This design comes from an exercise in tuning for small area, a short achievable clock period and few clock cycles per item on the open sky130 flow, not from production work.
The RTL was checked by simulation tests, not by an equivalence proof against the original design.
Power and IR drop assume default switching activity.

==> flow/flow/run.sh <==
#!/bin/bash
# Standard ORFS layout (the standard.sh), with plain buf_2 port buffers, a
# setup margin so that the repair steps size the logic for a shorter period,
# and clock tree synthesis without dummy balancing loads.
set -euo pipefail
bash standard.sh "BUFFER_PORTS_ARGS=-buffer_cell sky130_fd_sc_hd__buf_2" SETUP_SLACK_MARGIN=8.4 \
  "CTS_ARGS=-sink_clustering_enable -repair_clock_nets -dont_use_dummy_load" finish > standard.log 2>&1
==> flow/standard.sh <==
#!/bin/bash
# synth_recipe.tcl (not shown) runs the flow's synth.tcl, then flattens the netlist and writes it again
# the make line also repeats each setting of config.mk as NAME=value (left out here)
make -C /OpenROAD-flow-scripts/flow DESIGN_CONFIG=/design/flow/config.mk WORK_HOME=/design/flow/orfs CLKGATE_MAP_FILE= SYNTH_SCRIPT=/design/flow/synth_recipe.tcl "${@:-finish}"
==> flow/config.mk <==
export PLATFORM = sky130hd
export DESIGN_NAME = ALU_top
export DESIGN_NICKNAME = ALU_top
export VERILOG_FILES = /design/flow/design.v
export SDC_FILE = /design/flow/constraint.sdc
export NUM_CORES = 4
export LEC_CHECK = 0
export ABC_AREA = 1
export CAP_MARGIN = 20
export CORE_MARGIN = 2
export CORE_UTILIZATION = 60
export SLEW_MARGIN = 20
==> flow/constraint.sdc <==
create_clock -name core_clock -period 14.0 [get_ports {soc_clk}]
set_input_delay 2.8000 -clock core_clock [delete_from_list [all_inputs] [get_ports {soc_clk}]]
set_output_delay 2.8000 -clock core_clock [all_outputs]
set_load 0.01 [all_outputs]
==> flow/design.v <==
module ALU_top(
    input soc_clk,
    input reset,
    input [31:0] ALU_dat1,
    input [31:0] ALU_dat2,
    input [5:0] Instruction_from_CU,
    output ALU_overflow,
    output ALU_con_met,
    output ALU_zero,
    output ALU_err,
    output ALU_ready,
    output [31:0] ALU_out,
    output ALU_accept
);
    reg busy;
    always @(posedge soc_clk) begin
        if (reset) busy <= 1'b0;
        else       busy <= ~busy;
    end
    assign ALU_accept = ~busy;
    assign ALU_ready  = busy;
    assign ALU_err    = 1'b0;
    wire [31:0] a = ALU_dat1;
    wire [31:0] b = ALU_dat2;
    wire [5:0]  c = Instruction_from_CU;
    wire is_beq  = (c == 6'd4);
    wire is_bne  = (c == 6'd5);
    wire is_blt  = (c == 6'd6);
    wire is_bge  = (c == 6'd7);
    wire is_bltu = (c == 6'd8);
    wire is_bgeu = (c == 6'd9);
    wire is_add  = (c == 6'd18) | (c == 6'd27);
    wire is_sub  = (c == 6'd28);
    wire is_sll  = (c == 6'd24) | (c == 6'd29);
    wire is_srl  = (c == 6'd25) | (c == 6'd33);
    wire is_sra  = (c == 6'd26) | (c == 6'd34);
    wire is_slt  = (c == 6'd19) | (c == 6'd30);
    wire is_sltu = (c == 6'd20) | (c == 6'd31);
    wire is_xor  = (c == 6'd21) | (c == 6'd32);
    wire is_or   = (c == 6'd22) | (c == 6'd35);
    wire is_and  = (c == 6'd23) | (c == 6'd36);
    wire do_sub = ~c[5] & (~c[4] | (c[3] & c[2]) | (~c[3] & ~c[2] & c[1] & c[0]) |
                           (~c[3] & c[2] & ~c[1] & ~c[0]));
    wire [31:0] bx = b ^ {32{do_sub}};
    wire [31:0] p  = a ^ bx;
    wire [31:0] g  = a & bx;
    wire [31:0] G0 = {g[31:1], g[0] | (p[0] & do_sub)};
    wire [31:0] P0 = p;
    wire [31:0] G1, P1;
    assign G1[0] = G0[0];
    assign P1[0] = P0[0];
    assign G1[1] = G0[1] | (P0[1] & G0[0]);
    assign P1[1] = P0[1] & P0[0];
    assign G1[2] = G0[2];
    assign P1[2] = P0[2];
    assign G1[3] = G0[3] | (P0[3] & G0[2]);
    assign P1[3] = P0[3] & P0[2];
    assign G1[4] = G0[4];
    assign P1[4] = P0[4];
    assign G1[5] = G0[5] | (P0[5] & G0[4]);
    assign P1[5] = P0[5] & P0[4];
    assign G1[6] = G0[6];
    assign P1[6] = P0[6];
    assign G1[7] = G0[7] | (P0[7] & G0[6]);
    assign P1[7] = P0[7] & P0[6];
    assign G1[8] = G0[8];
    assign P1[8] = P0[8];
    assign G1[9] = G0[9] | (P0[9] & G0[8]);
    assign P1[9] = P0[9] & P0[8];
    assign G1[10] = G0[10];
    assign P1[10] = P0[10];
    assign G1[11] = G0[11] | (P0[11] & G0[10]);
    assign P1[11] = P0[11] & P0[10];
    assign G1[12] = G0[12];
    assign P1[12] = P0[12];
    assign G1[13] = G0[13] | (P0[13] & G0[12]);
    assign P1[13] = P0[13] & P0[12];
    assign G1[14] = G0[14];
    assign P1[14] = P0[14];
    assign G1[15] = G0[15] | (P0[15] & G0[14]);
    assign P1[15] = P0[15] & P0[14];
    assign G1[16] = G0[16];
    assign P1[16] = P0[16];
    assign G1[17] = G0[17] | (P0[17] & G0[16]);
    assign P1[17] = P0[17] & P0[16];
    assign G1[18] = G0[18];
    assign P1[18] = P0[18];
    assign G1[19] = G0[19] | (P0[19] & G0[18]);
    assign P1[19] = P0[19] & P0[18];
    assign G1[20] = G0[20];
    assign P1[20] = P0[20];
    assign G1[21] = G0[21] | (P0[21] & G0[20]);
    assign P1[21] = P0[21] & P0[20];
    assign G1[22] = G0[22];
    assign P1[22] = P0[22];
    assign G1[23] = G0[23] | (P0[23] & G0[22]);
    assign P1[23] = P0[23] & P0[22];
    assign G1[24] = G0[24];
    assign P1[24] = P0[24];
    assign G1[25] = G0[25] | (P0[25] & G0[24]);
    assign P1[25] = P0[25] & P0[24];
    assign G1[26] = G0[26];
    assign P1[26] = P0[26];
    assign G1[27] = G0[27] | (P0[27] & G0[26]);
    assign P1[27] = P0[27] & P0[26];
    assign G1[28] = G0[28];
    assign P1[28] = P0[28];
    assign G1[29] = G0[29] | (P0[29] & G0[28]);
    assign P1[29] = P0[29] & P0[28];
    assign G1[30] = G0[30];
    assign P1[30] = P0[30];
    assign G1[31] = G0[31] | (P0[31] & G0[30]);
    assign P1[31] = P0[31] & P0[30];
    wire [31:0] G2, P2;
    assign G2[0] = G1[0];
    assign P2[0] = P1[0];
    assign G2[1] = G1[1];
    assign P2[1] = P1[1];
    assign G2[2] = G1[2];
    assign P2[2] = P1[2];
    assign G2[3] = G1[3] | (P1[3] & G1[1]);
    assign P2[3] = P1[3] & P1[1];
    assign G2[4] = G1[4];
    assign P2[4] = P1[4];
    assign G2[5] = G1[5];
    assign P2[5] = P1[5];
    assign G2[6] = G1[6];
    assign P2[6] = P1[6];
    assign G2[7] = G1[7] | (P1[7] & G1[5]);
    assign P2[7] = P1[7] & P1[5];
    assign G2[8] = G1[8];
    assign P2[8] = P1[8];
    assign G2[9] = G1[9];
    assign P2[9] = P1[9];
    assign G2[10] = G1[10];
    assign P2[10] = P1[10];
    assign G2[11] = G1[11] | (P1[11] & G1[9]);
    assign P2[11] = P1[11] & P1[9];
    assign G2[12] = G1[12];
    assign P2[12] = P1[12];
    assign G2[13] = G1[13];
    assign P2[13] = P1[13];
    assign G2[14] = G1[14];
    assign P2[14] = P1[14];
    assign G2[15] = G1[15] | (P1[15] & G1[13]);
    assign P2[15] = P1[15] & P1[13];
    assign G2[16] = G1[16];
    assign P2[16] = P1[16];
    assign G2[17] = G1[17];
    assign P2[17] = P1[17];
    assign G2[18] = G1[18];
    assign P2[18] = P1[18];
    assign G2[19] = G1[19] | (P1[19] & G1[17]);
    assign P2[19] = P1[19] & P1[17];
    assign G2[20] = G1[20];
    assign P2[20] = P1[20];
    assign G2[21] = G1[21];
    assign P2[21] = P1[21];
    assign G2[22] = G1[22];
    assign P2[22] = P1[22];
    assign G2[23] = G1[23] | (P1[23] & G1[21]);
    assign P2[23] = P1[23] & P1[21];
    assign G2[24] = G1[24];
    assign P2[24] = P1[24];
    assign G2[25] = G1[25];
    assign P2[25] = P1[25];
    assign G2[26] = G1[26];
    assign P2[26] = P1[26];
    assign G2[27] = G1[27] | (P1[27] & G1[25]);
    assign P2[27] = P1[27] & P1[25];
    assign G2[28] = G1[28];
    assign P2[28] = P1[28];
    assign G2[29] = G1[29];
    assign P2[29] = P1[29];
    assign G2[30] = G1[30];
    assign P2[30] = P1[30];
    assign G2[31] = G1[31] | (P1[31] & G1[29]);
    assign P2[31] = P1[31] & P1[29];
    wire [31:0] G3, P3;
    assign G3[0] = G2[0];
    assign P3[0] = P2[0];
    assign G3[1] = G2[1];
    assign P3[1] = P2[1];
    assign G3[2] = G2[2];
    assign P3[2] = P2[2];
    assign G3[3] = G2[3];
    assign P3[3] = P2[3];
    assign G3[4] = G2[4];
    assign P3[4] = P2[4];
    assign G3[5] = G2[5];
    assign P3[5] = P2[5];
    assign G3[6] = G2[6];
    assign P3[6] = P2[6];
    assign G3[7] = G2[7] | (P2[7] & G2[3]);
    assign P3[7] = P2[7] & P2[3];
    assign G3[8] = G2[8];
    assign P3[8] = P2[8];
    assign G3[9] = G2[9];
    assign P3[9] = P2[9];
    assign G3[10] = G2[10];
    assign P3[10] = P2[10];
    assign G3[11] = G2[11];
    assign P3[11] = P2[11];
    assign G3[12] = G2[12];
    assign P3[12] = P2[12];
    assign G3[13] = G2[13];
    assign P3[13] = P2[13];
    assign G3[14] = G2[14];
    assign P3[14] = P2[14];
    assign G3[15] = G2[15] | (P2[15] & G2[11]);
    assign P3[15] = P2[15] & P2[11];
    assign G3[16] = G2[16];
    assign P3[16] = P2[16];
    assign G3[17] = G2[17];
    assign P3[17] = P2[17];
    assign G3[18] = G2[18];
    assign P3[18] = P2[18];
    assign G3[19] = G2[19];
    assign P3[19] = P2[19];
    assign G3[20] = G2[20];
    assign P3[20] = P2[20];
    assign G3[21] = G2[21];
    assign P3[21] = P2[21];
    assign G3[22] = G2[22];
    assign P3[22] = P2[22];
    assign G3[23] = G2[23] | (P2[23] & G2[19]);
    assign P3[23] = P2[23] & P2[19];
    assign G3[24] = G2[24];
    assign P3[24] = P2[24];
    assign G3[25] = G2[25];
    assign P3[25] = P2[25];
    assign G3[26] = G2[26];
    assign P3[26] = P2[26];
    assign G3[27] = G2[27];
    assign P3[27] = P2[27];
    assign G3[28] = G2[28];
    assign P3[28] = P2[28];
    assign G3[29] = G2[29];
    assign P3[29] = P2[29];
    assign G3[30] = G2[30];
    assign P3[30] = P2[30];
    assign G3[31] = G2[31] | (P2[31] & G2[27]);
    assign P3[31] = P2[31] & P2[27];
    wire [31:0] G4, P4;
    assign G4[0] = G3[0];
    assign P4[0] = P3[0];
    assign G4[1] = G3[1];
    assign P4[1] = P3[1];
    assign G4[2] = G3[2];
    assign P4[2] = P3[2];
    assign G4[3] = G3[3];
    assign P4[3] = P3[3];
    assign G4[4] = G3[4];
    assign P4[4] = P3[4];
    assign G4[5] = G3[5];
    assign P4[5] = P3[5];
    assign G4[6] = G3[6];
    assign P4[6] = P3[6];
    assign G4[7] = G3[7];
    assign P4[7] = P3[7];
    assign G4[8] = G3[8];
    assign P4[8] = P3[8];
    assign G4[9] = G3[9];
    assign P4[9] = P3[9];
    assign G4[10] = G3[10];
    assign P4[10] = P3[10];
    assign G4[11] = G3[11];
    assign P4[11] = P3[11];
    assign G4[12] = G3[12];
    assign P4[12] = P3[12];
    assign G4[13] = G3[13];
    assign P4[13] = P3[13];
    assign G4[14] = G3[14];
    assign P4[14] = P3[14];
    assign G4[15] = G3[15] | (P3[15] & G3[7]);
    assign P4[15] = P3[15] & P3[7];
    assign G4[16] = G3[16];
    assign P4[16] = P3[16];
    assign G4[17] = G3[17];
    assign P4[17] = P3[17];
    assign G4[18] = G3[18];
    assign P4[18] = P3[18];
    assign G4[19] = G3[19];
    assign P4[19] = P3[19];
    assign G4[20] = G3[20];
    assign P4[20] = P3[20];
    assign G4[21] = G3[21];
    assign P4[21] = P3[21];
    assign G4[22] = G3[22];
    assign P4[22] = P3[22];
    assign G4[23] = G3[23];
    assign P4[23] = P3[23];
    assign G4[24] = G3[24];
    assign P4[24] = P3[24];
    assign G4[25] = G3[25];
    assign P4[25] = P3[25];
    assign G4[26] = G3[26];
    assign P4[26] = P3[26];
    assign G4[27] = G3[27];
    assign P4[27] = P3[27];
    assign G4[28] = G3[28];
    assign P4[28] = P3[28];
    assign G4[29] = G3[29];
    assign P4[29] = P3[29];
    assign G4[30] = G3[30];
    assign P4[30] = P3[30];
    assign G4[31] = G3[31] | (P3[31] & G3[23]);
    assign P4[31] = P3[31] & P3[23];
    wire [31:0] G5, P5;
    assign G5[0] = G4[0];
    assign P5[0] = P4[0];
    assign G5[1] = G4[1];
    assign P5[1] = P4[1];
    assign G5[2] = G4[2];
    assign P5[2] = P4[2];
    assign G5[3] = G4[3];
    assign P5[3] = P4[3];
    assign G5[4] = G4[4];
    assign P5[4] = P4[4];
    assign G5[5] = G4[5];
    assign P5[5] = P4[5];
    assign G5[6] = G4[6];
    assign P5[6] = P4[6];
    assign G5[7] = G4[7];
    assign P5[7] = P4[7];
    assign G5[8] = G4[8];
    assign P5[8] = P4[8];
    assign G5[9] = G4[9];
    assign P5[9] = P4[9];
    assign G5[10] = G4[10];
    assign P5[10] = P4[10];
    assign G5[11] = G4[11];
    assign P5[11] = P4[11];
    assign G5[12] = G4[12];
    assign P5[12] = P4[12];
    assign G5[13] = G4[13];
    assign P5[13] = P4[13];
    assign G5[14] = G4[14];
    assign P5[14] = P4[14];
    assign G5[15] = G4[15];
    assign P5[15] = P4[15];
    assign G5[16] = G4[16];
    assign P5[16] = P4[16];
    assign G5[17] = G4[17];
    assign P5[17] = P4[17];
    assign G5[18] = G4[18];
    assign P5[18] = P4[18];
    assign G5[19] = G4[19];
    assign P5[19] = P4[19];
    assign G5[20] = G4[20];
    assign P5[20] = P4[20];
    assign G5[21] = G4[21];
    assign P5[21] = P4[21];
    assign G5[22] = G4[22];
    assign P5[22] = P4[22];
    assign G5[23] = G4[23];
    assign P5[23] = P4[23];
    assign G5[24] = G4[24];
    assign P5[24] = P4[24];
    assign G5[25] = G4[25];
    assign P5[25] = P4[25];
    assign G5[26] = G4[26];
    assign P5[26] = P4[26];
    assign G5[27] = G4[27];
    assign P5[27] = P4[27];
    assign G5[28] = G4[28];
    assign P5[28] = P4[28];
    assign G5[29] = G4[29];
    assign P5[29] = P4[29];
    assign G5[30] = G4[30];
    assign P5[30] = P4[30];
    assign G5[31] = G4[31] | (P4[31] & G4[15]);
    assign P5[31] = P4[31] & P4[15];
    wire [31:0] G6, P6;
    assign G6[0] = G5[0];
    assign P6[0] = P5[0];
    assign G6[1] = G5[1];
    assign P6[1] = P5[1];
    assign G6[2] = G5[2];
    assign P6[2] = P5[2];
    assign G6[3] = G5[3];
    assign P6[3] = P5[3];
    assign G6[4] = G5[4];
    assign P6[4] = P5[4];
    assign G6[5] = G5[5];
    assign P6[5] = P5[5];
    assign G6[6] = G5[6];
    assign P6[6] = P5[6];
    assign G6[7] = G5[7];
    assign P6[7] = P5[7];
    assign G6[8] = G5[8];
    assign P6[8] = P5[8];
    assign G6[9] = G5[9];
    assign P6[9] = P5[9];
    assign G6[10] = G5[10];
    assign P6[10] = P5[10];
    assign G6[11] = G5[11];
    assign P6[11] = P5[11];
    assign G6[12] = G5[12];
    assign P6[12] = P5[12];
    assign G6[13] = G5[13];
    assign P6[13] = P5[13];
    assign G6[14] = G5[14];
    assign P6[14] = P5[14];
    assign G6[15] = G5[15];
    assign P6[15] = P5[15];
    assign G6[16] = G5[16];
    assign P6[16] = P5[16];
    assign G6[17] = G5[17];
    assign P6[17] = P5[17];
    assign G6[18] = G5[18];
    assign P6[18] = P5[18];
    assign G6[19] = G5[19];
    assign P6[19] = P5[19];
    assign G6[20] = G5[20];
    assign P6[20] = P5[20];
    assign G6[21] = G5[21];
    assign P6[21] = P5[21];
    assign G6[22] = G5[22];
    assign P6[22] = P5[22];
    assign G6[23] = G5[23] | (P5[23] & G5[15]);
    assign P6[23] = P5[23] & P5[15];
    assign G6[24] = G5[24];
    assign P6[24] = P5[24];
    assign G6[25] = G5[25];
    assign P6[25] = P5[25];
    assign G6[26] = G5[26];
    assign P6[26] = P5[26];
    assign G6[27] = G5[27];
    assign P6[27] = P5[27];
    assign G6[28] = G5[28];
    assign P6[28] = P5[28];
    assign G6[29] = G5[29];
    assign P6[29] = P5[29];
    assign G6[30] = G5[30];
    assign P6[30] = P5[30];
    assign G6[31] = G5[31];
    assign P6[31] = P5[31];
    wire [31:0] G7, P7;
    assign G7[0] = G6[0];
    assign P7[0] = P6[0];
    assign G7[1] = G6[1];
    assign P7[1] = P6[1];
    assign G7[2] = G6[2];
    assign P7[2] = P6[2];
    assign G7[3] = G6[3];
    assign P7[3] = P6[3];
    assign G7[4] = G6[4];
    assign P7[4] = P6[4];
    assign G7[5] = G6[5];
    assign P7[5] = P6[5];
    assign G7[6] = G6[6];
    assign P7[6] = P6[6];
    assign G7[7] = G6[7];
    assign P7[7] = P6[7];
    assign G7[8] = G6[8];
    assign P7[8] = P6[8];
    assign G7[9] = G6[9];
    assign P7[9] = P6[9];
    assign G7[10] = G6[10];
    assign P7[10] = P6[10];
    assign G7[11] = G6[11] | (P6[11] & G6[7]);
    assign P7[11] = P6[11] & P6[7];
    assign G7[12] = G6[12];
    assign P7[12] = P6[12];
    assign G7[13] = G6[13];
    assign P7[13] = P6[13];
    assign G7[14] = G6[14];
    assign P7[14] = P6[14];
    assign G7[15] = G6[15];
    assign P7[15] = P6[15];
    assign G7[16] = G6[16];
    assign P7[16] = P6[16];
    assign G7[17] = G6[17];
    assign P7[17] = P6[17];
    assign G7[18] = G6[18];
    assign P7[18] = P6[18];
    assign G7[19] = G6[19] | (P6[19] & G6[15]);
    assign P7[19] = P6[19] & P6[15];
    assign G7[20] = G6[20];
    assign P7[20] = P6[20];
    assign G7[21] = G6[21];
    assign P7[21] = P6[21];
    assign G7[22] = G6[22];
    assign P7[22] = P6[22];
    assign G7[23] = G6[23];
    assign P7[23] = P6[23];
    assign G7[24] = G6[24];
    assign P7[24] = P6[24];
    assign G7[25] = G6[25];
    assign P7[25] = P6[25];
    assign G7[26] = G6[26];
    assign P7[26] = P6[26];
    assign G7[27] = G6[27] | (P6[27] & G6[23]);
    assign P7[27] = P6[27] & P6[23];
    assign G7[28] = G6[28];
    assign P7[28] = P6[28];
    assign G7[29] = G6[29];
    assign P7[29] = P6[29];
    assign G7[30] = G6[30];
    assign P7[30] = P6[30];
    assign G7[31] = G6[31];
    assign P7[31] = P6[31];
    wire [31:0] G8, P8;
    assign G8[0] = G7[0];
    assign P8[0] = P7[0];
    assign G8[1] = G7[1];
    assign P8[1] = P7[1];
    assign G8[2] = G7[2];
    assign P8[2] = P7[2];
    assign G8[3] = G7[3];
    assign P8[3] = P7[3];
    assign G8[4] = G7[4];
    assign P8[4] = P7[4];
    assign G8[5] = G7[5] | (P7[5] & G7[3]);
    assign P8[5] = P7[5] & P7[3];
    assign G8[6] = G7[6];
    assign P8[6] = P7[6];
    assign G8[7] = G7[7];
    assign P8[7] = P7[7];
    assign G8[8] = G7[8];
    assign P8[8] = P7[8];
    assign G8[9] = G7[9] | (P7[9] & G7[7]);
    assign P8[9] = P7[9] & P7[7];
    assign G8[10] = G7[10];
    assign P8[10] = P7[10];
    assign G8[11] = G7[11];
    assign P8[11] = P7[11];
    assign G8[12] = G7[12];
    assign P8[12] = P7[12];
    assign G8[13] = G7[13] | (P7[13] & G7[11]);
    assign P8[13] = P7[13] & P7[11];
    assign G8[14] = G7[14];
    assign P8[14] = P7[14];
    assign G8[15] = G7[15];
    assign P8[15] = P7[15];
    assign G8[16] = G7[16];
    assign P8[16] = P7[16];
    assign G8[17] = G7[17] | (P7[17] & G7[15]);
    assign P8[17] = P7[17] & P7[15];
    assign G8[18] = G7[18];
    assign P8[18] = P7[18];
    assign G8[19] = G7[19];
    assign P8[19] = P7[19];
    assign G8[20] = G7[20];
    assign P8[20] = P7[20];
    assign G8[21] = G7[21] | (P7[21] & G7[19]);
    assign P8[21] = P7[21] & P7[19];
    assign G8[22] = G7[22];
    assign P8[22] = P7[22];
    assign G8[23] = G7[23];
    assign P8[23] = P7[23];
    assign G8[24] = G7[24];
    assign P8[24] = P7[24];
    assign G8[25] = G7[25] | (P7[25] & G7[23]);
    assign P8[25] = P7[25] & P7[23];
    assign G8[26] = G7[26];
    assign P8[26] = P7[26];
    assign G8[27] = G7[27];
    assign P8[27] = P7[27];
    assign G8[28] = G7[28];
    assign P8[28] = P7[28];
    assign G8[29] = G7[29] | (P7[29] & G7[27]);
    assign P8[29] = P7[29] & P7[27];
    assign G8[30] = G7[30];
    assign P8[30] = P7[30];
    assign G8[31] = G7[31];
    assign P8[31] = P7[31];
    wire [31:0] G9, P9;
    assign G9[0] = G8[0];
    assign P9[0] = P8[0];
    assign G9[1] = G8[1];
    assign P9[1] = P8[1];
    assign G9[2] = G8[2] | (P8[2] & G8[1]);
    assign P9[2] = P8[2] & P8[1];
    assign G9[3] = G8[3];
    assign P9[3] = P8[3];
    assign G9[4] = G8[4] | (P8[4] & G8[3]);
    assign P9[4] = P8[4] & P8[3];
    assign G9[5] = G8[5];
    assign P9[5] = P8[5];
    assign G9[6] = G8[6] | (P8[6] & G8[5]);
    assign P9[6] = P8[6] & P8[5];
    assign G9[7] = G8[7];
    assign P9[7] = P8[7];
    assign G9[8] = G8[8] | (P8[8] & G8[7]);
    assign P9[8] = P8[8] & P8[7];
    assign G9[9] = G8[9];
    assign P9[9] = P8[9];
    assign G9[10] = G8[10] | (P8[10] & G8[9]);
    assign P9[10] = P8[10] & P8[9];
    assign G9[11] = G8[11];
    assign P9[11] = P8[11];
    assign G9[12] = G8[12] | (P8[12] & G8[11]);
    assign P9[12] = P8[12] & P8[11];
    assign G9[13] = G8[13];
    assign P9[13] = P8[13];
    assign G9[14] = G8[14] | (P8[14] & G8[13]);
    assign P9[14] = P8[14] & P8[13];
    assign G9[15] = G8[15];
    assign P9[15] = P8[15];
    assign G9[16] = G8[16] | (P8[16] & G8[15]);
    assign P9[16] = P8[16] & P8[15];
    assign G9[17] = G8[17];
    assign P9[17] = P8[17];
    assign G9[18] = G8[18] | (P8[18] & G8[17]);
    assign P9[18] = P8[18] & P8[17];
    assign G9[19] = G8[19];
    assign P9[19] = P8[19];
    assign G9[20] = G8[20] | (P8[20] & G8[19]);
    assign P9[20] = P8[20] & P8[19];
    assign G9[21] = G8[21];
    assign P9[21] = P8[21];
    assign G9[22] = G8[22] | (P8[22] & G8[21]);
    assign P9[22] = P8[22] & P8[21];
    assign G9[23] = G8[23];
    assign P9[23] = P8[23];
    assign G9[24] = G8[24] | (P8[24] & G8[23]);
    assign P9[24] = P8[24] & P8[23];
    assign G9[25] = G8[25];
    assign P9[25] = P8[25];
    assign G9[26] = G8[26] | (P8[26] & G8[25]);
    assign P9[26] = P8[26] & P8[25];
    assign G9[27] = G8[27];
    assign P9[27] = P8[27];
    assign G9[28] = G8[28] | (P8[28] & G8[27]);
    assign P9[28] = P8[28] & P8[27];
    assign G9[29] = G8[29];
    assign P9[29] = P8[29];
    assign G9[30] = G8[30] | (P8[30] & G8[29]);
    assign P9[30] = P8[30] & P8[29];
    assign G9[31] = G8[31];
    assign P9[31] = P8[31];
    wire [31:0] cg = G9;    
    wire        pall = P9[31];    
    wire [31:0] sum = p ^ {cg[30:0], do_sub};
    wire ltu = ~cg[31];                            
    wire lts = (a[31] ^ b[31]) ? a[31] : sum[31];  
    wire eq  = pall;                               
    wire ovf = (a[31] == bx[31]) & (sum[31] != a[31]);
    wire [31:0] a_rev;
    wire [31:0] sh_r, sh_rev;
    genvar gi;
    generate
        for (gi = 0; gi < 32; gi = gi + 1) begin : REV
            assign a_rev[gi]  = a[31-gi];
            assign sh_rev[gi] = sh_r[31-gi];
        end
    endgenerate
    wire [31:0] sh_in = is_sll ? a_rev : a;
    wire        fill  = is_sra & a[31];
    wire [31:0] r0 = b[0] ? {fill, sh_in[31:1]} : sh_in;
    wire [31:0] r1 = b[1] ? {{2{fill}}, r0[31:2]} : r0;
    wire [31:0] r2 = b[2] ? {{4{fill}}, r1[31:4]} : r1;
    wire [31:0] r3 = b[3] ? {{8{fill}}, r2[31:8]} : r2;
    assign sh_r = b[4] ? {{16{fill}}, r3[31:16]} : r3;
    wire        sel_sum = is_add | is_sub;
    wire [31:0] res_o =
        ({32{is_sll}} & sh_rev) |
        ({32{is_srl | is_sra}} & sh_r) |
        ({32{is_xor | is_or}} & p) |
        ({32{is_and | is_or}} & g);
    wire [31:0] cin_v = {cg[30:0], do_sub};
    wire [31:0] res0 = res_o | ({32{sel_sum}} & p);
    wire [31:0] res1 = res_o | ({32{sel_sum}} & ~p);
    wire [31:0] res;
    generate
        for (gi = 0; gi < 32; gi = gi + 1) begin : RES
            if (gi == 0) begin : B0
                assign res[gi] = (cin_v[gi] ? res1[gi] : res0[gi]) | slt_bit;
            end else begin : BN
                assign res[gi] = cin_v[gi] ? res1[gi] : res0[gi];
            end
        end
    endgenerate
    wire sdiff = a[31] ^ b[31];
    wire lts0  = sdiff ? a[31] : p[31];     
    wire lts1  = sdiff ? a[31] : ~p[31];    
    wire slt_bit = (cg[31] ? 1'b0 : is_sltu) | (cg[30] ? (is_slt & lts1) : (is_slt & lts0));
    wire cm_u  = cg[31] ? is_bgeu : is_bltu;
    wire cm_s  = cg[30] ? ((is_blt & lts1) | (is_bge & ~lts1)) : ((is_blt & lts0) | (is_bge & ~lts0));
    wire cm    = (is_beq & eq) | (is_bne & ~eq) | cm_u | cm_s;
    reg [31:0] out_r;
    reg        ovf_r, cm_r;
    always @(posedge soc_clk) begin
        out_r <= res;
        ovf_r <= (is_add | is_sub) & ovf;
        cm_r  <= cm;
    end
    assign ALU_out      = out_r;
    assign ALU_overflow = ovf_r;
    assign ALU_con_met  = cm_r;
    assign ALU_zero     = ~|out_r;
endmodule
==> results of run 1 <==
[cell usage in the layout (no fill, tap or decap), drive strengths merged, types with 2 or more instances in the layout]
| master | instances |
|---|---|
| nand4 | 21 |
| nor4 | 14 |
| nor3 | 6 |
| dfxtp | 35 |
| o21a | 4 |
| a31oi | 7 |
| nor2 | 59 |
| ha | 32 |
| buf | 142 |
| clkbuf | 5 |
| a211oi | 2 |
| nand2 | 281 |
| o22ai | 7 |
| inv | 105 |
| o21bai | 3 |
| o211ai | 18 |
| a21oi | 30 |
| clkinv | 2 |
| o2111ai | 7 |
| clkinvlp | 4 |
| nand3 | 133 |
| o21ai | 111 |
| o311ai | 2 |
| mux2i | 9 |
| xnor2 | 26 |
| or2 | 16 |
| a22oi | 20 |
| xor2 | 4 |
| a221oi | 2 |
[cell type report]
class                           count  area, sq um  area share (%)
Timing Repair inverter              2         12.5           0.181
Clock buffer                        5         68.8           0.996
Multi-Input combinational cell    819         4630            67.0
Sequential cell                    35          701            10.1
Timing Repair Buffer              142          902            13.1
Inverter                          109          432            6.25
Tap cell                          129          161            2.34
[layer usage]
metal / vias up / GRT usage [%] / routed length (microns)
met5: - / 0 / 0
met4: 0 / 19.1 / 1500
met3: 125 / 9.58 / 3670
met2: 663 / 61.3 / 9570
met1: 3397 / 60.5 / 9000
li1: 3660 / - / -
[worst paths after layout]
kind	end	slack (ns)
worst max-delay path	out_r[12]$_DFF_P_	8.33
worst min-delay path	busy$_SDFF_PP0_	0.44
worst max register to register	busy$_SDFF_PP0_	13.50
worst min register to register	busy$_SDFF_PP0_	0.44
[power groups by stage]
stage / logic (mW) / clock network (mW) / registers, mW
detailed placement: 0.251 / 0 / 0.118
global route: 0.324 / 0.0708 / 0.116
finish: 0.300 / 0.0683 / 0.116
CTS: 0.256 / 0.0662 / 0.115
global placement: 0.248 / 0 / 0.117
floorplan: 0.174 / 0 / 0.121
[repair_timing]
item | in CTS | in global routing
setup endpoints to repair | 30 | 33
pin swaps | 2 | 28
gates cloned | 2 | 1
resized for setup | 13 | 70
buffers inserted | 1 | 32
[flip-flops by register name (all words and copies together), names as in the netlist]
signal  count
out_r      32
ovf_r       1
busy        1
cm_r        1
[critical path: cells and delay by family]
| family | cells | cell delay (ns) |
|---|---|---|
| compound gates | 3 | 0.90 |
| simple gates | 2 | 0.83 |
| buf+inv | 4 | 1.22 |
[cell usage after synthesis, types with 8 or more instances]
cell type  instances  share of area [%]
nand2_1          259                 17
nand3_1          131                 11
inv_1            100                6.5
o21ai_0           83                7.2
nor2_1            56                3.7
dfxtp_1           35                 12
clkbuf_1          33                2.2
ha_1              32                7.0
a21oi_1           29                2.5
o21ai_1           28                2.4
xnor2_1           26                4.0
nand4_1           21                2.3
a22oi_1           20                2.6
o211ai_1          18                2.4
nand2_2           17                1.9
nor4_1            14                1.5
mux2i_1            9                1.6
buf_4              8                1.0
or2_1              8               0.87
[cell families (layout without fill, tap and decap cells)]
kind of cell,count (synthesis),count (layout),synth area share (%)
AND/OR/NAND/NOR,532,533,41.8
AO/OA/AOI/OAI,214,214,21.8
buffers and inverters,159,258,11.0
flip-flops,35,35,12.2
adder cells (fa/ha/maj),32,32,6.97
XOR/XNOR,30,30,4.57
multiplexers,9,9,1.57
other,1,1,0.0652
==> impl_metrics.json, run 1 <==
{
  "crit_fanout": 23,
  "drv_cap": 0,
  "hp-class": "flop to flop",
  "pwr-share-comb_pct": 62.0,
  "synth_edf_count": 0,
  "internal-power_mw": 0.249,
  "drt_iter0_markers": 1194,
  "switching_share_pct": 48.4,
  "gp_congestion": 1.08,
  "r2r-start": "busy$_SDFF_PP0_",
  "ys_seq_elements": 35,
  "dp.cells": 1200,
  "yosys_most_used_dff": "dfxtp_1",
  "ys_types": 45,
  "numCtsBuffers": 5,
  "p_sw_mw": 0.234,
  "finalSetupViolCount": 0,
  "grt_start_max_net_pins": 80,
  "antenna_found_initial": 0,
  "hold_depth": 1,
  "grt_overflow": 0,
  "endpoint_kind": "flop",
  "routedWlPerCell_microns": 19.1,
  "dpl_worst_slack_ns": 7.66,
  "grt_pass1_vias": 6533,
  "yosysWarningCount": 1,
  "die_h_microns": 102,
  "clkPwrFrac_pct": 14.1,
  "cts-root-buf": "clkbuf_8",
  "drive_above_1_share_pct": 20.0,
  "finalNonFillerCells": 1241,
  "dieArea_sq_um": 10400,
  "cts_hold_buf": 0,
  "grt_usage_pct": 42.6,
  "period_share_pct": 40.5,
  "grt_pass1_wl_mm": 34.0,
  "ys_seq_area_share_pct": 12.2,
  "clockBufferDepth": 2,
  "place_area_sq_um": 6230,
  "crit_path_cell_trace": "buf_2, inv_1, nor2_1, inv_1, o22ai_1, nor2_1, inv_1, a22oi_1, o2111ai_1",
  "ios": 110,
  "area_delta_synth_final_pct": 20.2,
  "critPathRequiredTime_ns": 14.09,
  "synth_cells": 1012,
  "fin_setup_tns_ns": 0,
  "fp.dieW_microns": 102,
  "avgSynthCellArea_sq_um": 5.68,
  "worstSetupStartpointType": "primary input",
  "finalPower_mw": 0.484,
  "status": "no timing/DRC/antenna violations",
  "power_density_nw_per_um2": 70.0,
  "crit_top_cell": "inv_1",
  "start_util_pct": 61.9,
  "slowest_delay_ns": 0.71,
  "seq_power_share_pct": 23.9,
  "p_leak_nw": 3.38,
  "finalInstanceArea_sq_um": 6910,
  "num-fill-cells": 848,
  "worstSetupPathType": "primary input to flop",
  "min_period_ns": 5.67,
  "cts_tree": "built",
  "via_count": 7845,
  "timing_hold_violations_final": 0,
  "cp.arrival_ns": 5.76,
  "hpwl_mm": 17.4,
  "synthesis.nets": 1116,
  "min-delay-start": "busy$_SDFF_PP0_",
  "netlist_area_sq_um": 5750,
  "nets": 1218,
  "core-area_sq_um": 9280,
  "rsz0062_at_grt": "yes",
  "vias_per_cell": 6.32,
  "async_flop_share_pct": 0,
  "numPortBuffers": 108,
  "clk_pin_slew_worst_paths_ns": 0.07,
  "crit_path_top_delay_cell": "nor2_1",
  "hold_ws_ns": 0.443,
  "reg2reg_depth": 1,
  "clk_latency_ns": 0.29,
  "diodes": 0,
  "tightest_slew_ns": 0.910,
  "crit_start": "Instruction_from_CU[5]",
  "dr.pass1.iters": 7,
  "cts_max_level": 2,
  "fin_ws_ns": 8.33,
  "final_util_pct": 74.4,
  "route.detailed.drc": 0,
  "wl_mm": 23.7,
  "finalMaxSlewViolations": 0,
  "max_freq_ghz": 0.176,
  "num_rows": 35,
  "fin_skew_ns": 0,
  "slew_headroom_pct": 39.0,
  "vdd_drop_max_mv": 0.0399,
  "cts_sinks": 35,
  "drtAntennaViolNets": 0
}
Testbench counts, summed over its fixed seeds: cycles 24,000, items 12,000.
==> run 2: changes to the inputs <==
==> flow/flow/run.sh (replaced) <==
#!/bin/bash
# Standard ORFS layout (the standard.sh), with plain buf_2 port buffers, a
# setup margin so that the repair steps size the logic for a shorter period,
# and clock tree synthesis without dummy balancing loads.
set -euo pipefail
bash standard.sh "BUFFER_PORTS_ARGS=-buffer_cell sky130_fd_sc_hd__buf_2" SETUP_SLACK_MARGIN=8.25 \
  "CTS_ARGS=-sink_clustering_enable -repair_clock_nets -dont_use_dummy_load" finish > standard.log 2>&1
==> run 2 against run 1 <==
Effect of this change: clock skew unchanged; utilization decreased by 3.2 points; wire length decreased by 4.9%; via count decreased by 2.2%; fmax increased by 0.95%; clock-buffer cell count unchanged; worst hold slack about the same; flip-flop and latch count unchanged; critical path depth increased by 12; synthesized cell count unchanged; sequential share of layout area increased by 0.45 points; area after synthesis unchanged.
==> impl_metrics.json, run 2 <==
{
  "yosysTopAreaCellShare_pct": 16.9,
  "largest_register_ffs": 32,
  "netlist.top_cell.by_area": "nand2_1",
  "numCtsBuffers": 5,
  "period_share_pct": 40.1,
  "synth_area_leaders": "nand2_1 (17%), dfxtp_1 (12%), nand3_1 (11%)",
  "avgSynthCellArea_sq_um": 5.68,
  "synth_edf_count": 0,
  "hpwl_mm": 17.4,
  "finalSetupViolCount": 0,
  "finalNonFillerCells": 1224,
  "endpoint_kind": "flop",
  "ys_seq_elements": 35,
  "netlist_area_sq_um": 5750,
  "drv_cap": 0,
  "routedWlPerCell_microns": 18.4,
  "slew_headroom_pct": 37.8,
  "status": "no timing/DRC/antenna violations",
  "ys_top_cells_by_count": "nand2_1 (259), nand3_1 (131), inv_1 (100), o21ai_0 (83), nor2_1 (56)",
  "clockBufferDepth": 2,
  "drive_above_1_share_pct": 17.2,
  "diodes": 0,
  "tightest_slew_ns": 0.930,
  "wl_mm": 22.6,
  "fin_skew_ns": 0,
  "worstSetupPathType": "primary input to flop",
  "vias_per_cell": 6.27,
  "yosys_most_used_dff": "dfxtp_1",
  "dr.pass1.iters": 7,
  "via_count": 7670,
  "drtAntennaViolNets": 0,
  "reg2reg_depth": 1,
  "grt_usage_pct": 41.9,
  "core-area_sq_um": 9280,
  "cts-root-buf": "clkbuf_8",
  "yosysWarningCount": 1,
  "worstSetupStartpointType": "primary input",
  "vdd_drop_max_mv": 0.0388,
  "dp.cells": 1200,
  "synthesis.nets": 1116,
  "grt_pass1_vias": 6477,
  "final_cell_mix": "nand2_1 (257), nand3_1 (131), buf_2 (104)",
  "crit_fanout": 6,
  "max_freq_ghz": 0.178,
  "hp-class": "flop to flop",
  "clk_pin_slew_worst_paths_ns": 0.07,
  "nets": 1201,
  "die_h_microns": 102,
  "cp.arrival_ns": 5.77,
  "timing_hold_violations_final": 0,
  "finalMaxSlewViolations": 0,
  "cts_max_level": 2,
  "layout_commonest_cell": "nand2_1",
  "hold_depth": 1,
  "drt_iter0_markers": 1207,
  "yosysMostFrequentCell": "nand2_1",
  "fp.dieW_microns": 102,
  "top_register": "out_r",
  "ys_types": 45,
  "synth_cells": 1012,
  "ios": 110,
  "route.detailed.drc": 0,
  "rsz0062_at_grt": "yes",
  "cts_sinks": 35,
  "grt_start_max_net_pins": 80,
  "antenna_found_initial": 0,
  "p_leak_nw": 3.23,
  "num_rows": 35,
  "fin_setup_tns_ns": 0,
  "clk_latency_ns": 0.29,
  "cts_tree": "built",
  "gp_congestion": 1.08,
  "dieArea_sq_um": 10400,
  "cts_hold_buf": 0,
  "finalPower_mw": 0.462,
  "grt_overflow": 0,
  "numPortBuffers": 108,
  "critPathRequiredTime_ns": 14.16,
  "async_flop_share_pct": 0,
  "min_period_ns": 5.62,
  "power_density_nw_per_um2": 69.9,
  "grt_pass1_wl_mm": 33.6,
  "start_util_pct": 61.9,
  "area_delta_synth_final_pct": 15.1,
  "ys_seq_area_share_pct": 12.2
}
==> run 2: final cells by class <==
type                    count  area [sq um]
clock buffers               5          68.8
fillers                   928          2670
inverters                 109           430
multi-input cells         821          4560
flip-flops and latches     35           701
well taps                 129           161
repair buffers            123           679
repair inverters            2          10.0
==> run 2: repair_timing <==
action,4_1_cts,5_1_grt
endpoints found under the setup margin,22,27
pin swaps,0,15
cloned,0,5
buffers inserted,0,14
resized for setup,6,39
==> run 2: through the flow <==
stage | cell area (sq um) | worst slack [ns] | utilization [%] | hold slack (ns)
global route | 6610 | 8.20 | 71.2 | 0.462
CTS | 6320 | 8.30 | 68.1 | 0.447
finish | 6610 | 8.38 | 71.2 | 0.443
detailed placement | 6230 | 7.66 | 67.2 | 0.437
global placement | 6230 | 7.70 | 67.2 | 0.412
floorplan | 5750 | 8.54 | - | 0.454
==> run 2: kinds of logic (layout without fill, tap and decap cells) <==
logic type,after synthesis,in the layout,share of synthesized area (%)
xor+xnor,30,30,4.57
mux,9,9,1.57
simple gates,532,535,41.8
buf+inv,159,239,11.0
flops,35,35,12.2
other cells,1,1,0.0652
fa+ha+maj,32,32,6.97
compound gates,214,214,21.8
==> run 2: final timing paths <==
kind	startpoint	end	slack [ns]
worst min register to register	busy$_SDFF_PP0_	busy$_SDFF_PP0_	0.44
worst max register to register	busy$_SDFF_PP0_	busy$_SDFF_PP0_	13.50
worst max-delay path	Instruction_from_CU[3]	out_r[28]$_DFF_P_	8.38
worst min-delay path	busy$_SDFF_PP0_	busy$_SDFF_PP0_	0.44
==> run 2: critical path, cell delays in order <==
cell and delay [ns]:
buf_2 0.16, nor2_4 0.15, nand2_4 0.07, nand3_4 0.17, nand2_8 0.09, buf_4 0.15, xnor2_1 0.12, ha_1 0.36
a31oi_1 0.19, nand2_1 0.11, inv_1 0.06, nor2_1 0.04, a211oi_2 0.34, nand2_4 0.12, nand2_4 0.10, nand2_4 0.07
nand2_2 0.08, nand2_2 0.07, or2_2 0.28, nand3_1 0.09, nand4_1 0.13
==> run 2: report_power, final <==
group          leakage, nW  internal, mW  switching [mW]  total (mW)
logic                 2.91        0.0966           0.182       0.279
clock network       0.0359        0.0321          0.0361      0.0682
registers            0.287         0.110         0.00587       0.116
==> run 2: layer usage <==
metal  up-vias  track usage [%]  part of all wire, %
met5         -                0                    0
met4         0             17.3                  5.4
met3        94             8.89                   15
met2       621             60.8                   40
met1      3328             60.1                   39
li1       3627                -                    -
==> run 3: changes to the inputs <==
==> flow/flow/run.sh (replaced) <==
#!/bin/bash
# Standard ORFS layout (the standard.sh), with plain buf_2 port buffers, a
# setup margin so that the repair steps size the logic for a shorter period,
# and clock tree synthesis without dummy balancing loads.
set -euo pipefail
bash standard.sh "BUFFER_PORTS_ARGS=-buffer_cell sky130_fd_sc_hd__buf_2" SETUP_SLACK_MARGIN=8.15 \
  "CTS_ARGS=-sink_clustering_enable -repair_clock_nets -dont_use_dummy_load" finish > standard.log 2>&1
--- a/flow/config.mk
+++ b/flow/config.mk
@@ -8,5 +8,5 @@
 export ABC_AREA = 1
 export CAP_MARGIN = 20
 export CORE_MARGIN = 2
-export CORE_UTILIZATION = 60
+export CORE_UTILIZATION = 70
 export SLEW_MARGIN = 20
==> run 3 against run 2 <==
Effect of this change: combinational power down 4%; wire length down 3.2%; sequential share of layout area grew 0.37 points; sequential power is essentially flat; setup slack got worse by 0.037 ns; flip-flop and latch count is the same; final area is 3.3% lower; via count grew 0.27%; fmax decreased by 0.66%; first-iteration DRC count is 1.5% higher; clock-buffer cell count stayed put; global-route usage grew 5.0 points; critical path type unchanged; largest power group unchanged.
==> impl_metrics.json, run 3 <==
{
  "hp-class": "flop to flop",
  "hold_ws_ns": 0.449,
  "final_cell_mix": "nand2_1 (259), nand3_1 (131), buf_2 (107)",
  "fin_setup_tns_ns": 0,
  "met3_usage_pct": 14.4,
  "yosysMostFrequentCell": "nand2_1",
  "netlist_area_sq_um": 5750,
  "yosysWarningCount": 1,
  "diodes": 0,
  "drv_cap": 0,
  "clk_latency_ns": 0.29,
  "finalSetupViolCount": 0,
  "cts_hold_buf": 0,
  "p_leak_nw": 3.13,
  "grt_overflow": 0,
  "grt_pass1_wl_mm": 32.3,
  "min_period_ns": 5.65,
  "fin_skew_ns": 0,
  "synthesis.nets": 1116,
  "top_register": "out_r",
  "max_freq_ghz": 0.177,
  "vdd_drop_max_mv": 0.0395,
  "cts_tree": "built",
  "numPortBuffers": 108,
  "area_delta_synth_final_pct": 11.2,
  "layout_commonest_cell": "nand2_1",
  "tightest_slew_ns": 0.914,
  "regArea_sq_um": 701,
  "hpwl_mm": 17.1,
  "dieArea_sq_um": 8950,
  "grt_usage_pct": 47.0,
  "start_util_pct": 71.0,
  "wl_mm": 21.9,
  "yosysTopAreaCellShare_pct": 16.9,
  "clk_pin_slew_worst_paths_ns": 0.07,
  "cts-root-buf": "clkbuf_8",
  "use_met1_pct": 62.7,
  "ys_top_cells_by_count": "nand2_1 (259), nand3_1 (131), inv_1 (100), o21ai_0 (83), nor2_1 (56)",
  "fp.dieW_microns": 94.6,
  "min-delay-start": "busy$_SDFF_PP0_",
  "crit_start": "Instruction_from_CU[3]",
  "synth_edf_count": 0,
  "synth_area_leaders": "nand2_1 (17%), dfxtp_1 (12%), nand3_1 (11%)",
  "r2r_slack_ns": 13.49,
  "timing_hold_violations_final": 0,
  "core-area_sq_um": 8090,
  "cts_sinks": 35,
  "slew_headroom_pct": 39.0,
  "yosys_most_used_dff": "dfxtp_1",
  "multi_input_area_sq_um": 4490,
  "synth_cells": 1012,
  "async_flop_share_pct": 0,
  "dr.pass1.iters": 8,
  "endpoint_kind": "flop",
  "ys_seq_elements": 35,
  "grt_start_max_net_pins": 80,
  "largest_register_ffs": 32,
  "grt_pass1_vias": 6294,
  "grt.busiest_layer": "met2",
  "die_h_microns": 94.6,
  "period_share_pct": 40.4,
  "rsz0062_at_grt": "yes",
  "crit_fanout": 79,
  "drt_iter0_markers": 1225,
  "cts_max_level": 2,
  "drive_above_1_share_pct": 15.4,
  "via_count": 7691,
  "gp_congestion": 1.17,
  "drtAntennaViolNets": 0,
  "netlist.top_cell.by_area": "nand2_1",
  "cp.arrival_ns": 5.71,
  "vias_per_cell": 6.48,
  "antenna_found_initial": 0,
  "worstSetupPathType": "primary input to flop",
  "status": "no timing/DRC/antenna violations",
  "r2r-start": "busy$_SDFF_PP0_",
  "routedWlPerCell_microns": 18.4,
  "route.detailed.drc": 0,
  "grt_use_met2_pct": 68.7,
  "num_rows": 33,
  "num-fill-cells": 678,
  "ys_seq_area_share_pct": 12.2,
  "ios": 110,
  "critPathRequiredTime_ns": 14.06,
  "clockBufferDepth": 2,
  "finalMaxSlewViolations": 0,
  "avgSynthCellArea_sq_um": 5.68,
  "nets": 1187,
  "ys_types": 45,
  "power_density_nw_per_um2": 70.8,
  "numCtsBuffers": 5,
  "worstSetupStartpointType": "primary input"
}
-- run 3: cell counts after synthesis --
No cell type changed its count.
-- run 3: report_power, final --
group,internal [mW],switching [mW],leakage (nW)
clock network,0.0321,0.0356,0.0359
registers,0.110,0.00623,0.287
logic,0.0916,0.177,2.81
-- run 3: kinds of logic after synthesis --
group / count (synthesis) / share of synthesized area (%)
fa+ha+maj: 32 / 6.97
mux: 9 / 1.57
flops: 35 / 12.2
simple gates: 532 / 41.8
other cells: 1 / 0.0652
xor+xnor: 30 / 4.57
buf+inv: 159 / 11.0
compound gates: 214 / 21.8
-- run 3: final timing paths --
| kind | end | cells after the start |
|---|---|---|
| worst max-delay path | out_r[8]$_DFF_P_ | 17 |
| worst min-delay path | busy$_SDFF_PP0_ | 1 |
| worst max register to register | busy$_SDFF_PP0_ | 1 |
| worst min register to register | busy$_SDFF_PP0_ | 1 |
-- run 3: critical path, cell delays in order --
cell and delay, ns:
buf_2 0.17, nand2_1 0.12, inv_1 0.13, nand3_1 0.10, nand2_2 0.09, buf_12 0.28
inv_2 0.23, nand2_1 0.10, nand2_1 0.09, o21ai_1 0.17, o21ai_0 0.15, nand2_1 0.11
o21ai_1 0.09, o21ai_0 0.31, nand2_1 0.17, a31oi_1 0.22, o311ai_0 0.32
-- run 3: area by class of cell --
type,instances,area share (%)
Clock buffer,5,1.08
Sequential cell,35,11.0
Multi-Input combinational cell,819,70.2
Timing Repair inverter,2,0.157
Inverter,109,6.54
Timing Repair Buffer,111,9.04
Tap cell,105,2.06
-- run 3: layer usage --
metal / vias to the layer above / wire [microns]
met5: - / 0
met4: 0 / 1480
met3: 127 / 3510
met2: 641 / 8670
met1: 3328 / 8200
li1: 3595 / -
-- run 3: what timing repair did --
item | CTS | global route
gates resized for setup | 2 | 17
cloned | 0 | 3
setup buffers | 0 | 1
pin swaps | 0 | 2
hold endpoints to repair | 0 | 0
endpoints found under the setup margin | 13 | 32
-- run 3: through the flow --
step / std cells / instance area, sq um / power [mW] / setup slack (ns) / util [%]
after floorplan: 1012 / 5750 / 0.296 / 8.54 / -
after CTS: 1182 / 6290 / 0.432 / 8.20 / 77.7
final: 1186 / 6390 / 0.452 / 8.35 / 79.0
after global placement: 1177 / 6210 / 0.364 / 7.84 / 76.8
after global routing: 1186 / 6390 / 0.481 / 8.11 / 79.0
after detailed placement: 1177 / 6210 / 0.368 / 7.79 / 76.8
==> run 4: changes to the inputs <==
--- a/flow/config.mk
+++ b/flow/config.mk
@@ -8,5 +8,5 @@
 export ABC_AREA = 1
 export CAP_MARGIN = 20
 export CORE_MARGIN = 2
-export CORE_UTILIZATION = 70
+export CORE_UTILIZATION = 60
 export SLEW_MARGIN = 20
==> run 4 against run 3 <==
Effect of this change: global-route usage decreased by 5.1 points; utilization shrank 9.7 points; total power about the same; clock skew is the same; still clean on timing, DRC and antenna; critical path depth rose by 5; die area up 16%; area after synthesis unchanged; critical path type unchanged; fmax rose by 0.53%.
==> impl_metrics.json, run 4 <==
{
  "power_density_nw_per_um2": 70.3,
  "netlist_area_sq_um": 5750,
  "start_util_pct": 61.9,
  "rsz0062_at_grt": "no",
  "via_count": 7504,
  "seq_power_share_pct": 25.6,
  "numCtsBuffers": 5,
  "diodes": 0,
  "final_cell_mix": "nand2_1 (259), nand3_1 (131), buf_2 (107)",
  "period_share_pct": 40.2,
  "grt_start_max_net_pins": 80,
  "crit_top_cell": "nand2_1",
  "hpwl_mm": 17.4,
  "yosys_most_used_dff": "dfxtp_1",
  "met3_usage_pct": 9.71,
  "synth_area_leaders": "nand2_1 (17%), dfxtp_1 (12%), nand3_1 (11%)",
  "finalMaxSlewViolations": 0,
  "grt_usage_pct": 41.9,
  "synthesis.nets": 1116,
  "cts-root-buf": "clkbuf_8",
  "num_rows": 35,
  "gp_congestion": 1.08,
  "wl_mm": 21.9,
  "drv_cap": 0,
  "switching_share_pct": 48.3,
  "status": "no timing/DRC/antenna violations",
  "drt_iter0_markers": 1231,
  "crit_path_cell_trace": "buf_2, nand2_2, inv_2, nand2_2, nand3_4, nand2_8, xnor2_1, ha_1, nand2_1, inv_1, o21ai_0, nand2_1, a21oi_1, nand2_2, nand2_1, nor2_2, nor2_1, nor2_1, nor2_1, inv_1, o21ai_0, nand2_1",
  "ys_seq_area_share_pct": 12.2,
  "grt_pass1_wl_mm": 33.5,
  "drtAntennaViolNets": 0,
  "grt_overflow": 0,
  "area_delta_synth_final_pct": 11.8,
  "endpoint_kind": "flop",
  "route.detailed.drc": 0,
  "vdd_drop_max_mv": 0.0389,
  "yosysWarningCount": 1,
  "dr.pass1.iters": 6,
  "die_h_microns": 102,
  "worstSetupPathType": "primary input to flop",
  "hold_ws_ns": 0.443,
  "ys_seq_elements": 35,
  "largest_register_ffs": 32,
  "grt.busiest_layer": "met2",
  "ys_top_cells_by_count": "nand2_1 (259), nand3_1 (131), inv_1 (100), o21ai_0 (83), nor2_1 (56)",
  "fin_skew_ns": 0,
  "top_register": "out_r",
  "clk_pin_slew_worst_paths_ns": 0.07,
  "grt_use_met2_pct": 60.8,
  "yosysMostFrequentCell": "nand2_1",
  "p_sw_mw": 0.218,
  "antenna_found_initial": 0,
  "ys_types": 45,
  "critPathRequiredTime_ns": 14.16,
  "layout_commonest_cell": "nand2_1",
  "synth_cells": 1012,
  "timing_hold_violations_final": 0,
  "fin_setup_tns_ns": 0,
  "pwr-share-comb_pct": 59.3,
  "internal-power_mw": 0.234,
  "ios": 110,
  "cts_max_level": 2,
  "crit_path_top_delay_cell": "o21ai_0",
  "yosysTopAreaCellShare_pct": 16.9,
  "async_flop_share_pct": 0,
  "nets": 1190,
  "cp.arrival_ns": 5.78,
  "synth_edf_count": 0,
  "netlist.top_cell.by_area": "nand2_1",
  "cts_sinks": 35,
  "clkPwrFrac_pct": 15.1,
  "dieArea_sq_um": 10400,
  "max_freq_ghz": 0.178,
  "routedWlPerCell_microns": 18.0,
  "slew_headroom_pct": 36.6,
  "tightest_slew_ns": 0.951,
  "core-area_sq_um": 9280,
  "clockBufferDepth": 2,
  "drive_above_1_share_pct": 15.5,
  "grt_pass1_vias": 6435,
  "avgSynthCellArea_sq_um": 5.68,
  "fp.dieW_microns": 102,
  "crit_fanout": 17,
  "slowest_delay_ns": 0.47,
  "cts_tree": "built",
  "min_period_ns": 5.62,
  "p_leak_nw": 3.15,
  "vias_per_cell": 6.19,
  "finalSetupViolCount": 0,
  "numPortBuffers": 108,
  "hp-class": "flop to flop",
  "use_met1_pct": 59.6,
  "worstSetupStartpointType": "primary input",
  "clk_latency_ns": 0.29
}
run 4: cell counts after synthesis:
Identical to the previous run, type by type.
run 4: cells by family (layout without fill, tap and decap cells):
family	after synthesis	count (layout)	synth area share, %
xor+xnor	30	30	4.57
buf+inv	159	230	11.0
fa+ha+maj	32	32	6.97
other cells	1	1	0.0652
flops	35	35	12.2
compound gates	214	214	21.8
mux	9	9	1.57
simple gates	532	533	41.8
run 4: stage by stage:
stage	power, mW	cells	setup slack [ns]	area (sq um)	utilization, %
global placement	0.365	1200	7.70	6230	67.2
CTS	0.434	1205	8.17	6310	68.0
detailed placement	0.368	1200	7.66	6230	67.2
finish	0.452	1213	8.38	6430	69.2
floorplan	0.296	1012	8.54	5750	-
global route	0.482	1213	8.14	6430	69.2
run 4: path summary, 6_finish.rpt:
kind | startpoint | to | slack, ns | cells past startpoint
max | Instruction_from_CU[0] | out_r[11]$_DFF_P_ | 8.38 | 22
min | busy$_SDFF_PP0_ | busy$_SDFF_PP0_ | 0.44 | 1
max reg2reg | busy$_SDFF_PP0_ | busy$_SDFF_PP0_ | 13.50 | 1
min reg2reg | busy$_SDFF_PP0_ | busy$_SDFF_PP0_ | 0.44 | 1
run 4: power groups by stage:
stage | logic, mW | clock network [mW] | registers, mW
after global placement | 0.248 | 0 | 0.117
final | 0.268 | 0.0683 | 0.116
after floorplan | 0.174 | 0 | 0.121
after global routing | 0.295 | 0.0711 | 0.116
after detailed placement | 0.251 | 0 | 0.118
after CTS | 0.252 | 0.0662 | 0.115
run 4: layout make-up:
class	instances	area [sq um]
Multi-Input combinational cell	819	4460
Tap cell	129	161
Clock buffer	5	68.8
Sequential cell	35	701
Fill cell	964	2860
Timing Repair Buffer	115	608
Timing Repair inverter	1	5.00
Inverter	109	420
run 4: what timing repair did:
action | 4_1_cts | 5_1_grt
hold buffers | 0 | 0
pin swaps | 0 | 2
resized for setup | 4 | 15
setup buffers | 0 | 6
setup endpoints to repair | 17 | 32
cloned | 0 | 2
hold endpoints to repair | 0 | 0
run 4: worst max-delay path: cells and delay by family:
kind	cells	cell delay [ns]
AND/OR/NAND/NOR	13	1.24
buffers and inverters	4	0.35
XOR/XNOR	1	0.28
AO/OA/AOI/OAI	3	0.77
adder cells (fa/ha/maj)	1	0.31
run 4: routing by layer:
layer | part of all wire, % | wire length, microns | up-vias
met5 | 0 | 0 | -
met4 | 5.3 | 1160 | 0
met3 | 15 | 3320 | 79
met2 | 39 | 8610 | 566
met1 | 40 | 8780 | 3260
li1 | - | - | 3599
==> run 5: changes to the inputs <==
==> flow/flow/run.sh (replaced) <==
#!/bin/bash
# Standard ORFS layout (the standard.sh), with plain buf_2 port buffers, a
# setup margin so that the repair steps size the logic for a shorter period,
# and clock tree synthesis without dummy balancing loads.
set -euo pipefail
bash standard.sh "BUFFER_PORTS_ARGS=-buffer_cell sky130_fd_sc_hd__buf_2" SETUP_SLACK_MARGIN=8.15 \
  "CTS_ARGS=-sink_clustering_enable -repair_clock_nets -dont_use_dummy_load -sink_clustering_size 40 -buf_list sky130_fd_sc_hd__clkbuf_8" finish > standard.log 2>&1
==> run 5 against run 4 <==
Effect of this change: still clean; worst hold slack did not move; synthesized cell count did not move; utilization did not move; critical path depth did not move; via count did not move; setup slack did not move; flip-flop and latch count did not move; largest cell class unchanged; highest routed layer unchanged.
==> impl_metrics.json, run 5 <==
{
  "gp_congestion": 1.08,
  "cp.arrival_ns": 5.78,
  "avgSynthCellArea_sq_um": 5.68,
  "endpoint_kind": "flop",
  "drv_cap": 0,
  "r2r_slack_ns": 13.50,
  "routedWlPerCell_microns": 18.0,
  "die_h_microns": 102,
  "clk_pin_slew_worst_paths_ns": 0.07,
  "worstSetupStartpointType": "primary input",
  "synth_compound_area_share_pct": 21.8,
  "async_flop_share_pct": 0,
  "cts_hold_buf": 0,
  "finalMaxSlewViolations": 0,
  "fp.dieW_microns": 102,
  "min_period_ns": 5.62,
  "dieArea_sq_um": 10400,
  "route.detailed.drc": 0,
  "synth_cells": 1012,
  "dr.pass1.iters": 6,
  "num_rows": 35,
  "hp-class": "flop to flop",
  "drt_iter0_markers": 1231,
  "clockBufferDepth": 2,
  "finalNonFillerCells": 1213,
  "crit_fanout": 17,
  "drive_above_1_share_pct": 15.5,
  "max_freq_ghz": 0.178,
  "grt_overflow": 0,
  "synth_xor_area_share_pct": 4.57,
  "ys_types": 45,
  "nets": 1190,
  "numCtsBuffers": 5,
  "grt_pass1_vias": 6435,
  "hold_depth": 1,
  "largest_register_ffs": 32,
  "fin_skew_ns": 0,
  "yosysMostFrequentCell": "nand2_1",
  "netlist_area_sq_um": 5750,
  "core-area_sq_um": 9280,
  "layout_commonest_cell": "nand2_1",
  "synthSimpleGateAreaFrac_pct": 41.8,
  "area_delta_synth_final_pct": 11.8,
  "yosys_most_used_dff": "dfxtp_1",
  "via_count": 7504,
  "grt_start_max_net_pins": 80,
  "ys_seq_area_share_pct": 12.2,
  "power_density_nw_per_um2": 70.3,
  "netlist.top_cell.by_area": "nand2_1",
  "synth_top_family_by_area": "simple AND/OR/NAND/NOR gates",
  "cts-root-buf": "clkbuf_8",
  "num-fill-cells": 964,
  "drtAntennaViolNets": 0,
  "reg2reg_depth": 1,
  "synthesis.nets": 1116,
  "period_share_pct": 40.2,
  "ios": 110,
  "cts_sinks": 35,
  "clk_latency_ns": 0.29,
  "timing_hold_violations_final": 0,
  "muxShareOfSynthArea_pct": 1.57,
  "antenna_found_initial": 0,
  "dp.cells": 1200,
  "start_util_pct": 61.9,
  "diodes": 0,
  "tightest_slew_ns": 0.951,
  "slew_headroom_pct": 36.6,
  "grt_usage_pct": 41.9,
  "synthAdderAreaFrac_pct": 6.97,
  "cts_tree": "built",
  "top_register": "out_r",
  "p_leak_nw": 3.15,
  "hpwl_mm": 17.4,
  "synth_area_leaders": "nand2_1 (17%), dfxtp_1 (12%), nand3_1 (11%)",
  "synth_edf_count": 0,
  "status": "no timing/DRC/antenna violations",
  "critPathRequiredTime_ns": 14.16,
  "r2r-end": "busy$_SDFF_PP0_",
  "ys_seq_elements": 35,
  "worstSetupPathType": "primary input to flop",
  "ys_top_cells_by_count": "nand2_1 (259), nand3_1 (131), inv_1 (100), o21ai_0 (83), nor2_1 (56)",
  "holdPathEnd": "busy$_SDFF_PP0_",
  "fin_setup_tns_ns": 0,
  "finalSetupViolCount": 0,
  "grt_pass1_wl_mm": 33.5,
  "wl_mm": 21.9,
  "final_cell_mix": "nand2_1 (259), nand3_1 (131), buf_2 (107)",
  "numPortBuffers": 108,
  "cts_max_level": 2,
  "vias_per_cell": 6.19,
  "rsz0062_at_grt": "no",
  "vdd_drop_max_mv": 0.0389,
  "min-delay-start": "busy$_SDFF_PP0_",
  "yosysWarningCount": 1,
  "yosysTopAreaCellShare_pct": 16.9,
  "r2r-start": "busy$_SDFF_PP0_"
}
[run 5: worst max-delay path by stage]
| stage | from | to | slack, ns |
|---|---|---|---|
| after detailed placement | ALU_dat2[4] | out_r[14]$_DFF_P_ | 7.66 |
| after CTS | Instruction_from_CU[1] | out_r[14]$_DFF_P_ | 8.17 |
| final | Instruction_from_CU[0] | out_r[11]$_DFF_P_ | 8.38 |
| after global routing | Instruction_from_CU[0] | out_r[31]$_DFF_P_ | 8.14 |
| after global placement | ALU_dat2[4] | cm_r$_DFF_P_ | 7.70 |
| after floorplan | Instruction_from_CU[2] | out_r[0]$_DFF_P_ | 8.54 |
[run 5: worst max-delay path, stage by stage]
cell and delay [ns]:
buf_2 0.15, nand2_2 0.10, inv_2 0.10, nand2_2 0.09
nand3_4 0.14, nand2_8 0.14, xnor2_1 0.28, ha_1 0.31
nand2_1 0.08, inv_1 0.05, o21ai_0 0.15, nand2_1 0.07
a21oi_1 0.15, nand2_2 0.09, nand2_1 0.11, nor2_2 0.05
nor2_1 0.12, nor2_1 0.08, nor2_1 0.08, inv_1 0.05
o21ai_0 0.47, nand2_1 0.09
[run 5: final cells by class]
class / count / area, sq um / area share (%)
multi-input cells: 819 / 4460 / 69.4
clock buffers: 5 / 68.8 / 1.07
flip-flops and latches: 35 / 701 / 10.9
well taps: 129 / 161 / 2.51
repair inverters: 1 / 5.00 / 0.0779
repair buffers: 115 / 608 / 9.46
inverters: 109 / 420 / 6.54
[run 5: power breakdown]
part           internal, mW  switching [mW]
clock                0.0321          0.0362
sequential            0.110         0.00604
combinational        0.0921           0.176
total                 0.234           0.218
[run 5: timing repair]
action,CTS,global route
hold endpoints to repair,0,0
pin swaps,0,2
setup buffers,0,6
gates resized for setup,4,15
cloned,0,2
setup endpoints to repair,17,32
[run 5: per-stage QoR]
stage,hold slack [ns],util [%],setup WS [ns],total power [mW],area (sq um)
2_1_floorplan,0.454,-,8.54,0.296,5750
3_3_place_gp,0.412,67.2,7.70,0.365,6230
3_5_place_dp,0.437,67.2,7.66,0.368,6230
4_1_cts,0.447,68.0,8.17,0.434,6310
5_1_grt,0.462,69.2,8.14,0.482,6430
6_report,0.443,69.2,8.38,0.452,6430
[run 5: layer usage]
layer	up-vias	routed length [microns]	global-route usage [%]
li1	3599	-	-
met2	566	8610	60.8
met5	-	0	0
met1	3260	8780	59.6
met3	79	3320	9.71
met4	0	1160	16.9
[run 5: logic make-up (layout without fill, tap and decap cells)]
logic type | count (synthesis) | after routing
AO/OA/AOI/OAI | 214 | 214
XOR/XNOR | 30 | 30
adder cells (fa/ha/maj) | 32 | 32
buffers and inverters | 159 | 230
flip-flops | 35 | 35
multiplexers | 9 | 9
other | 1 | 1
AND/OR/NAND/NOR | 532 | 533

static timing again, ports no longer ideal:
No port has a modelled driver above. Below, the same layouts with a new extraction and two added sets of constraints.
Step 1, drivers: a clkbuf_16 drives soc_clk and a buf_2 each remaining input, both assumed.
Step 2 times the ports against the registers' clock, not the clock port: input delays grow and output delays shrink by t, the midpoint of the rising clock arrivals with the driver on.
Slacks: ideal ports / drivers / drivers and shift; pairs: ideal ports / drivers.
run	shift t [ns]	setup WS [ns]	worst hold slack (ns)
run 1	0.315	8.332 / 8.343 / 8.028	0.443 / 0.443 / 0.443
run 2	0.316	8.385 / 8.382 / 8.066	0.443 / 0.443 / 0.443
run 3	0.316	8.347 / 8.356 / 8.041	0.449 / 0.449 / 0.449
run 4	0.315	8.377 / 8.374 / 8.059	0.443 / 0.443 / 0.443
run 5	0.315	8.377 / 8.374 / 8.059	0.443 / 0.443 / 0.443
After both steps setup and hold are still met in every run listed. The setup slack of run 2, which loses most, moves by -0.003 ns with the drivers and by -0.319 ns with both steps.
